This design comes from an exercise in tuning for small area, a short achievable clock period and few clock cycles per item on the open sky130 flow, not from production work. At most, simulation tests tie the RTL to the original design; equivalence was not proved.

// iterative_karatsuba_32_16
module iterative_karatsuba_32_16(clk, rst, enable, A, B, C, done);
==> flow/config.mk <==
export PLATFORM = sky130hd
export DESIGN_NAME = iterative_karatsuba_32_16
export DESIGN_NICKNAME = iterative_karatsuba_32_16
export VERILOG_FILES = /design/flow/design.v
export SDC_FILE = /design/flow/constraint.sdc
export NUM_CORES = 4
export LEC_CHECK = 0
export ABC_AREA = 1
export CAP_MARGIN = 20
export CORE_MARGIN = 2
export CORE_UTILIZATION = 40
export SLEW_MARGIN = 20
==> flow/constraint.sdc <==
create_clock -name core_clock -period 42.0 [get_ports {clk}]
set_input_delay 8.4000 -clock core_clock [delete_from_list [all_inputs] [get_ports {clk}]]
set_output_delay 8.4000 -clock core_clock [all_outputs]
set_load 0.01 [all_outputs]
standard.sh (not shown) runs the stock make flow with config.mk's settings and CLKGATE_MAP_FILE= SYNTH_SCRIPT=/design/flow/synth_recipe.tcl, a recipe that flattens the netlist after the stock synthesis.
==> flow/flow/run.sh <==
#!/bin/bash
# The standard layout with two changes:
#  - synthesis skips Yosys's early "abc -fast" (SYNTH_ARGS=-noabc), so the
#    multiplier's full adders reach extract_fa as written and no inverters
#    land between the adder cells;
#  - every port still gets its buffer, but a plain buf_2 rather than the
#    delay cell buffer_ports picks by default.
set -euo pipefail
export BUFFER_PORTS_ARGS="-buffer_cell sky130_fd_sc_hd__buf_2"
export SETUP_SLACK_MARGIN=18
bash standard.sh SYNTH_ARGS=-noabc synth > synth.log 2>&1
bash standard.sh > layout.log 2>&1
The starting point finished clean.
Testbench counts at the start, summed over its fixed seeds: cycles 3,208, items 3,200.
Rerun with:
==> flow/flow/run.sh (replaced) <==
#!/bin/bash
# Standard layout, except that Yosys's early "abc -fast" inside synth is
# skipped (SYNTH_ARGS=-noabc): the multiplier's full adders then reach
# extract_fa as written, so no inverters land between the adder cells.
# Everything else is the standard.sh unchanged.
set -euo pipefail
bash standard.sh SYNTH_ARGS=-noabc synth > synth.log 2>&1
bash standard.sh > layout.log 2>&1
--- a/flow/config.mk
+++ b/flow/config.mk
@@ -6,5 +6,4 @@
 export NUM_CORES = 4
 export LEC_CHECK = 0
-export ABC_AREA = 1
 export CAP_MARGIN = 20
 export CORE_MARGIN = 2
=> Die area fell by 2.7%; via count drops by 6.2%; design area came out lower by 1.1%; final cell count decreases by 13%; worst hold slack improves by 0.018 ns; non-clock buffer count drops by 4; sequential share of layout area is about the same; setup slack loses 1.6 ns; global-route usage rose by 0.64 points; fmax shrinks by 6.4%.

Another version of the RTL of iterative_karatsuba_32_16 (not shown whole).
Size: ~2,600 cells after synthesis, roughly 65 flip-flops, ~130 I/O pins.
clock: 42.0 ns
lec_check: 0
cap_margin: 20
core_margin: 2
core_utilization: 40
slew_margin: 20
==> flow/flow/run.sh <==
#!/bin/bash
# The standard layout with two changes:
#  - synthesis skips Yosys's early "abc -fast" (SYNTH_ARGS=-noabc), so the
#    multiplier's full adders reach extract_fa as written and no inverters
#    land between the adder cells;
#  - every port still gets its buffer, but a plain buf_2 rather than the
#    delay cell buffer_ports picks by default.
set -euo pipefail
export BUFFER_PORTS_ARGS="-buffer_cell sky130_fd_sc_hd__buf_2"
export SETUP_SLACK_MARGIN=21
bash standard.sh SYNTH_ARGS=-noabc synth > synth.log 2>&1
bash standard.sh > layout.log 2>&1
Then changed:
--- a/flow/flow/run.sh
+++ b/flow/flow/run.sh
@@ -9,3 +9,3 @@
 export BUFFER_PORTS_ARGS="-buffer_cell sky130_fd_sc_hd__buf_2"
-export SETUP_SLACK_MARGIN=21
+export SETUP_SLACK_MARGIN=18
 bash standard.sh SYNTH_ARGS=-noabc synth > synth.log 2>&1
Outcome:
- final area came out lower by 16%
- non-clock buffer count came out lower by 216
- maximum frequency came out lower by 2.2%
- first-iteration DRC count came out lower by 9.4%
Function was not checked in any run of this note: the RTL went through the layout flow alone.

iterative_karatsuba_32_16, a different RTL version from the one above (not shown whole).
For scale: about 65 flip-flops, ~130 I/O pins.
clock: 42.0 ns
lec_check: 0
abc_area: 1
cap_margin: 20
core_margin: 2
core_utilization: 40
cts_buf_list: sky130_fd_sc_hd__clkbuf_4 sky130_fd_sc_hd__clkbuf_8
place_density: 0.8
slew_margin: 20
==> flow/flow/run.sh <==
#!/bin/bash
# The standard layout with two changes:
#  - synthesis skips Yosys's early "abc -fast" (SYNTH_ARGS=-noabc), so the
#    multiplier's full adders reach extract_fa as written and no inverters
#    land between the adder cells;
#  - every port still gets its buffer, but a plain buf_2 rather than the
#    delay cell buffer_ports picks by default.
set -euo pipefail
export BUFFER_PORTS_ARGS="-buffer_cell sky130_fd_sc_hd__buf_2"
export SETUP_SLACK_MARGIN=18
bash standard.sh SYNTH_ARGS=-noabc synth > synth.log 2>&1
bash standard.sh > layout.log 2>&1
Testbench counts at the start, summed over its fixed seeds: cycles 3,208, items 3,200.
Then changed:
--- a/flow/flow/run.sh
+++ b/flow/flow/run.sh
@@ -8,5 +8,5 @@
 set -euo pipefail
 export BUFFER_PORTS_ARGS="-buffer_cell sky130_fd_sc_hd__buf_2"
-export SETUP_SLACK_MARGIN=18
+export SETUP_SLACK_MARGIN=18.5
 bash standard.sh SYNTH_ARGS=-noabc synth > synth.log 2>&1
 bash standard.sh > layout.log 2>&1
--- a/flow/config.mk
+++ b/flow/config.mk
@@ -10,5 +10,3 @@
 export CORE_MARGIN = 2
 export CORE_UTILIZATION = 40
-export CTS_BUF_LIST = sky130_fd_sc_hd__clkbuf_4 sky130_fd_sc_hd__clkbuf_8
-export PLACE_DENSITY = 0.8
 export SLEW_MARGIN = 20
The changed run completed with no timing, DRC or antenna violations.
Fmax goes up by 1.4%.
Count of clock-buffer cells in the layout stays the same.
Design area goes up by 3.0%.
Global-route usage goes up by 2.6 points.
Sequential cell count stays the same.
Clock skew stays flat.
First-iteration DRC count goes down by 29%.
Worst setup slack improves by 0.33 ns.
Critical path depth goes up by 3.
Via count goes down by 1.8%.
Area after synthesis is unchanged.
Then changed:
--- a/flow/flow/run.sh
+++ b/flow/flow/run.sh
@@ -8,5 +8,5 @@
 set -euo pipefail
 export BUFFER_PORTS_ARGS="-buffer_cell sky130_fd_sc_hd__buf_2"
-export SETUP_SLACK_MARGIN=18.5
+export SETUP_SLACK_MARGIN=17.5
 bash standard.sh SYNTH_ARGS=-noabc synth > synth.log 2>&1
 bash standard.sh > layout.log 2>&1
Effect:
- count of clock-buffer cells in the layout does not change
- global-route usage came out lower by 0.29 points
- routed wire length decreases by 1.3%

RTL: one of the versions met above, not the one the previous note started from.
For scale: roughly 2,600 cells after synthesis, about 65 flip-flops, ~130 I/O pins, ~25,000 um^2 of cells after synthesis.
==> flow/config.mk <==
export PLATFORM = sky130hd
export DESIGN_NAME = iterative_karatsuba_32_16
export DESIGN_NICKNAME = iterative_karatsuba_32_16
export VERILOG_FILES = /design/flow/design.v
export SDC_FILE = /design/flow/constraint.sdc
export NUM_CORES = 4
export LEC_CHECK = 0
export CAP_MARGIN = 50
export CORE_MARGIN = 2
export CORE_UTILIZATION = 40
export SLEW_MARGIN = 70
==> flow/constraint.sdc <==
create_clock -name core_clock -period 42.0 [get_ports {clk}]
set_input_delay 8.4000 -clock core_clock [delete_from_list [all_inputs] [get_ports {clk}]]
set_output_delay 8.4000 -clock core_clock [all_outputs]
set_load 0.01 [all_outputs]
==> flow/flow/run.sh <==
#!/bin/bash
# The standard layout with two changes:
#  - synthesis skips Yosys's early "abc -fast" (SYNTH_ARGS=-noabc), so the
#    multiplier's full adders reach extract_fa as written and no inverters
#    land between the adder cells;
#  - every port still gets its buffer, but a plain buf_2 rather than the
#    delay cell buffer_ports picks by default.
set -euo pipefail
export BUFFER_PORTS_ARGS="-buffer_cell sky130_fd_sc_hd__buf_2"
bash standard.sh SYNTH_ARGS=-noabc synth > synth.log 2>&1
bash standard.sh > layout.log 2>&1
Rerun with:
--- a/flow/flow/run.sh
+++ b/flow/flow/run.sh
@@ -9,0 +10 @@
+export SETUP_SLACK_MARGIN=19.5
CAP_MARGIN = 20   (was 50)
SLEW_MARGIN = 20   (was 70)
Critical path depth decreases by 3.
Routed wire length rose by about a fifth.
Sequential share of layout area shrinks by 0.76 points.
Setup slack improves by 1.0 ns.
First-iteration DRC count goes up by a quarter to a third.
Utilization climbs by 8.4 points.
Die area does not change.
Rerun with:
--- a/flow/flow/run.sh
+++ b/flow/flow/run.sh
@@ -10 +9,0 @@
-export SETUP_SLACK_MARGIN=19.5
What happened:
- The new run finished with timing, DRC and antenna clean
- fmax decreases by about 7%
- die area does not change
- synthesized area does not change
- clock-buffer cell count does not change
- design area decreases by 18%
- via count decreases by 11%
- worst setup slack gets worse by 1.9 ns
- hold slack is about the same
- critical path depth increases by 2
- utilization decreases by 9.7 points
Rerun with:
CORE_UTILIZATION = 65   (was 40)
PLACE_DENSITY = 0.75   (was not set)
Non-clock buffer count came out lower by 9.
Die area went down by about 40%.
Worst setup slack gets worse by 0.021 ns.
Rerun with:
--- a/flow/flow/run.sh
+++ b/flow/flow/run.sh
@@ -9,0 +10 @@
+export SETUP_SLACK_MARGIN=18
ABC_AREA = 1   (was not set)
CORE_UTILIZATION = 40   (was 65)
PLACE_DENSITY = not set   (was 0.75)
Result: Core utilization came out lower by 26 points. Worst hold slack loses 0.011 ns. Via count came out higher by a few percent. Clock-buffer cell count came out higher by 1. Cell count came out higher by a quarter to a third. Maximum frequency came out higher by a little under a tenth. Routed wire length came out higher by a few percent. Flip-flop and latch count does not change.
No run of this note included a check of the RTL's function; only the layout flow was run.

== alpha ==
RTL: one of the versions met above, not the one the previous note started from.
For scale: about 2600 cells after synthesis.
Design iterative_karatsuba_32_16, start of the top module:
module iterative_karatsuba_32_16(clk, rst, enable, A, B, C, done);
Settings: LEC_CHECK=0, ABC_AREA=1, CAP_MARGIN=20, CORE_MARGIN=2, CORE_UTILIZATION=40, SLEW_MARGIN=20; clock period 42.0 ns.
==> flow/flow/run.sh <==
#!/bin/bash
# The standard layout with two changes:
#  - synthesis skips Yosys's early "abc -fast" (SYNTH_ARGS=-noabc), so the
#    multiplier's full adders reach extract_fa as written and no inverters
#    land between the adder cells;
#  - every port still gets its buffer, but a plain buf_1 rather than the
#    delay cell buffer_ports picks by default.
set -euo pipefail
export BUFFER_PORTS_ARGS="-buffer_cell sky130_fd_sc_hd__buf_1"
export SETUP_SLACK_MARGIN=18
bash standard.sh SYNTH_ARGS=-noabc synth > synth.log 2>&1
bash standard.sh > layout.log 2>&1
Testbench counts of alpha, summed over its fixed seeds: cycles 3,208, items 3,200.
diff inputs: alpha => beta
--- a/flow/flow/run.sh
+++ b/flow/flow/run.sh
@@ -5,7 +5,8 @@
 #    land between the adder cells;
-#  - every port still gets its buffer, but a plain buf_1 rather than the
+#  - every port still gets its buffer, but a plain buf_2 rather than the
 #    delay cell buffer_ports picks by default.
 set -euo pipefail
-export BUFFER_PORTS_ARGS="-buffer_cell sky130_fd_sc_hd__buf_1"
+export BUFFER_PORTS_ARGS="-buffer_cell sky130_fd_sc_hd__buf_2"
 export SETUP_SLACK_MARGIN=18
+export RECOVER_POWER=50
 bash standard.sh SYNTH_ARGS=-noabc synth > synth.log 2>&1
beta finished all stages; however, its layout fails the closing checks, the failures being capacitance limit, slew limit. Compared alpha against beta; fraction of area in registers within noise. From alpha to beta the numbers moved as follows: final cell count did not really move, met1 wire length went up. Taking alpha as the reference, in beta non-clock buffer count fell 4; hold slack did not really move.
#### Input delta (gamma over beta)
--- a/flow/flow/run.sh
+++ b/flow/flow/run.sh
@@ -10,3 +10,2 @@
 export SETUP_SLACK_MARGIN=18
-export RECOVER_POWER=50
 bash standard.sh SYNTH_ARGS=-noabc synth > synth.log 2>&1
==> results.txt <==
- gamma: no failed stages, no open violations at the end
- What the final checks of beta revealed, after a flow that finished every stage, was a layout that fails on capacitance limit, slew limit.
- Compare beta and gamma | relative slew slack higher: gamma
- beta → gamma: routed wire length went down by about 0.33%, final period utilization -3.7 points, wire length on met1 dropped 0.84%, die area barely changed.
- Compared with beta, gamma shows a lower per-cell routed wire length.
- On number of vias in the routed layout: gamma sits below beta.
- Compared beta against gamma; finished layout cell area within noise.
- Compared to beta, gamma shows a wider setup margin.

iterative_karatsuba_32_16 again, from the RTL that the note above started with.
## iterative_karatsuba_32_16
module iterative_karatsuba_32_16(clk, rst, enable, A, B, C, done);
==> flow/config.mk <==
export PLATFORM = sky130hd
export DESIGN_NAME = iterative_karatsuba_32_16
export DESIGN_NICKNAME = iterative_karatsuba_32_16
export VERILOG_FILES = /design/flow/design.v
export SDC_FILE = /design/flow/constraint.sdc
export NUM_CORES = 4
export LEC_CHECK = 0
export ABC_AREA = 1
export CAP_MARGIN = 20
export CORE_MARGIN = 2
export CORE_UTILIZATION = 40
export CTS_BUF_LIST = sky130_fd_sc_hd__clkbuf_4 sky130_fd_sc_hd__clkbuf_8
export SLEW_MARGIN = 20
==> flow/constraint.sdc <==
create_clock -name core_clock -period 42.0 [get_ports {clk}]
set_input_delay 8.4000 -clock core_clock [delete_from_list [all_inputs] [get_ports {clk}]]
set_output_delay 8.4000 -clock core_clock [all_outputs]
set_load 0.01 [all_outputs]
==> flow/flow/run.sh <==
#!/bin/bash
# The standard layout with two changes:
#  - synthesis skips Yosys's early "abc -fast" (SYNTH_ARGS=-noabc), so the
#    multiplier's full adders reach extract_fa as written and no inverters
#    land between the adder cells;
#  - every port still gets its buffer, but a plain buf_1 rather than the
#    delay cell buffer_ports picks by default.
set -euo pipefail
export BUFFER_PORTS_ARGS="-buffer_cell sky130_fd_sc_hd__buf_1"
export SETUP_SLACK_MARGIN=18
bash standard.sh SYNTH_ARGS=-noabc synth > synth.log 2>&1
bash standard.sh > layout.log 2>&1
Testbench counts at the start, summed over its fixed seeds: cycles 3,208, items 3,200.
Then changed:
Settings changed: PLACE_DENSITY set to 0.8.
The changed run passed the timing, design-rule and antenna checks.
Via count climbs by a few percent.
Design area stays flat.
Routed wire length went down by a few percent.
Clock skew hardly moves.
First-iteration DRC count rises by well over a third.
Area after synthesis does not change.
Non-clock buffer count rises by 11.
Fmax hardly moves.
Worst hold slack barely changes.
Then changed:
==> flow/flow/run.sh (replaced) <==
#!/bin/bash
# The standard layout with two changes:
#  - synthesis skips Yosys's early "abc -fast" (SYNTH_ARGS=-noabc), so the
#    multiplier's full adders reach extract_fa as written and no inverters
#    land between the adder cells;
#  - every port still gets its buffer, but a plain buf_2 rather than the
#    delay cell buffer_ports picks by default.
set -euo pipefail
export BUFFER_PORTS_ARGS="-buffer_cell sky130_fd_sc_hd__buf_2"
export SETUP_SLACK_MARGIN=18
bash standard.sh SYNTH_ARGS=-noabc synth > synth.log 2>&1
bash standard.sh > layout.log 2>&1
Settings changed: CORE_UTILIZATION 40 to 60, CTS_BUF_LIST sky130_fd_sc_hd__clkbuf_4 sky130_fd_sc_hd__clkbuf_8 to not set, PLACE_DENSITY 0.8 to 0.7.
The changed run went through all stages and came out clean.
Utilization rose by 22 points.
Final area came out lower by 0.54%.
Sequential share of layout area hardly moves.
Synthesized area does not change.
Then changed:
==> flow/flow/run.sh (replaced) <==
#!/bin/bash
# The standard layout with two changes:
#  - synthesis skips Yosys's early "abc -fast" (SYNTH_ARGS=-noabc), so the
#    multiplier's full adders reach extract_fa as written and no inverters
#    land between the adder cells;
#  - every port still gets its buffer, but a plain buf_1 rather than the
#    delay cell buffer_ports picks by default.
set -euo pipefail
export BUFFER_PORTS_ARGS="-buffer_cell sky130_fd_sc_hd__buf_1"
export SETUP_SLACK_MARGIN=18
bash standard.sh SYNTH_ARGS=-noabc synth > synth.log 2>&1
bash standard.sh > layout.log 2>&1
Settings changed: CORE_UTILIZATION 60 to 40, CTS_BUF_LIST set to sky130_fd_sc_hd__clkbuf_4 sky130_fd_sc_hd__clkbuf_8, GPL_ROUTABILITY_DRIVEN set to 0, PLACE_DENSITY 0.7 to not set.
Cell count rises by 8.3%.
First-iteration DRC count decreases by 16%.
Final area went up by 0.33%.
Then changed:
==> flow/flow/run.sh (replaced) <==
#!/bin/bash
# The standard layout with two changes:
#  - synthesis skips Yosys's early "abc -fast" (SYNTH_ARGS=-noabc), so the
#    multiplier's full adders reach extract_fa as written and no inverters
#    land between the adder cells;
#  - every port still gets its buffer, but a plain buf_2 rather than the
#    delay cell buffer_ports picks by default.
set -euo pipefail
export BUFFER_PORTS_ARGS="-buffer_cell sky130_fd_sc_hd__buf_2"
export SETUP_SLACK_MARGIN=18
bash standard.sh SYNTH_ARGS=-noabc synth > synth.log 2>&1
bash standard.sh > layout.log 2>&1
Settings changed: GPL_ROUTABILITY_DRIVEN 0 to not set.
Result:
- The changed run passed the timing, design-rule and antenna checks
- area after synthesis is unchanged
- wire length went down by 1.8%
- final area grows by 0.52%
- global-route usage is lower by 0.43 points
- fmax is about the same
- critical path depth went up by 2
- non-clock buffer count falls by 12
- setup slack improves by 44 ps

[what the ideal ports hide]
Ports are ideal in the flow. The routed layouts listed here were re-timed in OpenROAD.
Step 1 (the two cells are an assumption about what drives the block):
set clk [get_ports {clk}]
set_driving_cell -lib_cell sky130_fd_sc_hd__clkbuf_16 $clk
set_driving_cell -lib_cell sky130_fd_sc_hd__buf_2 [delete_from_list [all_inputs] $clk]
Step 2 adds t to the input delays and takes it off the output delays; t is the mean of the earliest and latest rising clock arrival at the registers after step 1. Input paths then give back, and output paths get back, about the clock's delay inside the block.
Slacks: no drivers / after step 1 / after step 2; pairs: no drivers / after step 1.
run	t, ns	setup WS [ns]	worst data-port slew with drivers (ns)
the first run of note 1	0.396	18.333 / 18.313 / 18.313	0.05
the second run of note 1	0.389	16.702 / 16.680 / 16.680	0.05
the first run of note 2	0.459	18.709 / 18.672 / 18.672	0.07
the second run of note 2	0.452	18.176 / 18.153 / 18.153	0.05
the first run of note 3	0.498	18.204 / 18.126 / 18.126	0.11
the second run of note 3	0.447	18.529 / 18.492 / 18.492	0.05
the third run of note 3	0.448	17.797 / 17.762 / 17.762	0.05
the first run of note 4	0.448	17.577 / 17.547 / 17.547	0.06
the second run of note 4	0.462	18.620 / 18.599 / 18.599	0.08
the third run of note 4	0.447	16.754 / 16.731 / 16.731	0.05
the fourth run of note 4	0.414	16.733 / 16.714 / 16.714	0.05
the fifth run of note 4	0.429	18.659 / 18.612 / 18.612	0.06
alpha	0.449	18.248 / 18.226 / 18.226	0.06
beta	0.446	16.718 / 16.686 / 16.686	0.05
gamma	0.444	18.282 / 18.247 / 18.247	0.05
the first run of note 6	0.504	18.228 / 18.206 / 18.206	0.06
the second run of note 6	0.505	18.213 / 18.133 / 18.133	0.11
the third run of note 6	0.440	18.186 / 18.153 / 18.153	0.06
the fourth run of note 6	0.492	18.249 / 18.218 / 18.218	0.08
the fifth run of note 6	0.499	18.293 / 18.258 / 18.258	0.05
For the second run of note 6, which loses most, drivers alone change the setup slack by -0.080 ns; drivers and shift together by -0.080 ns.
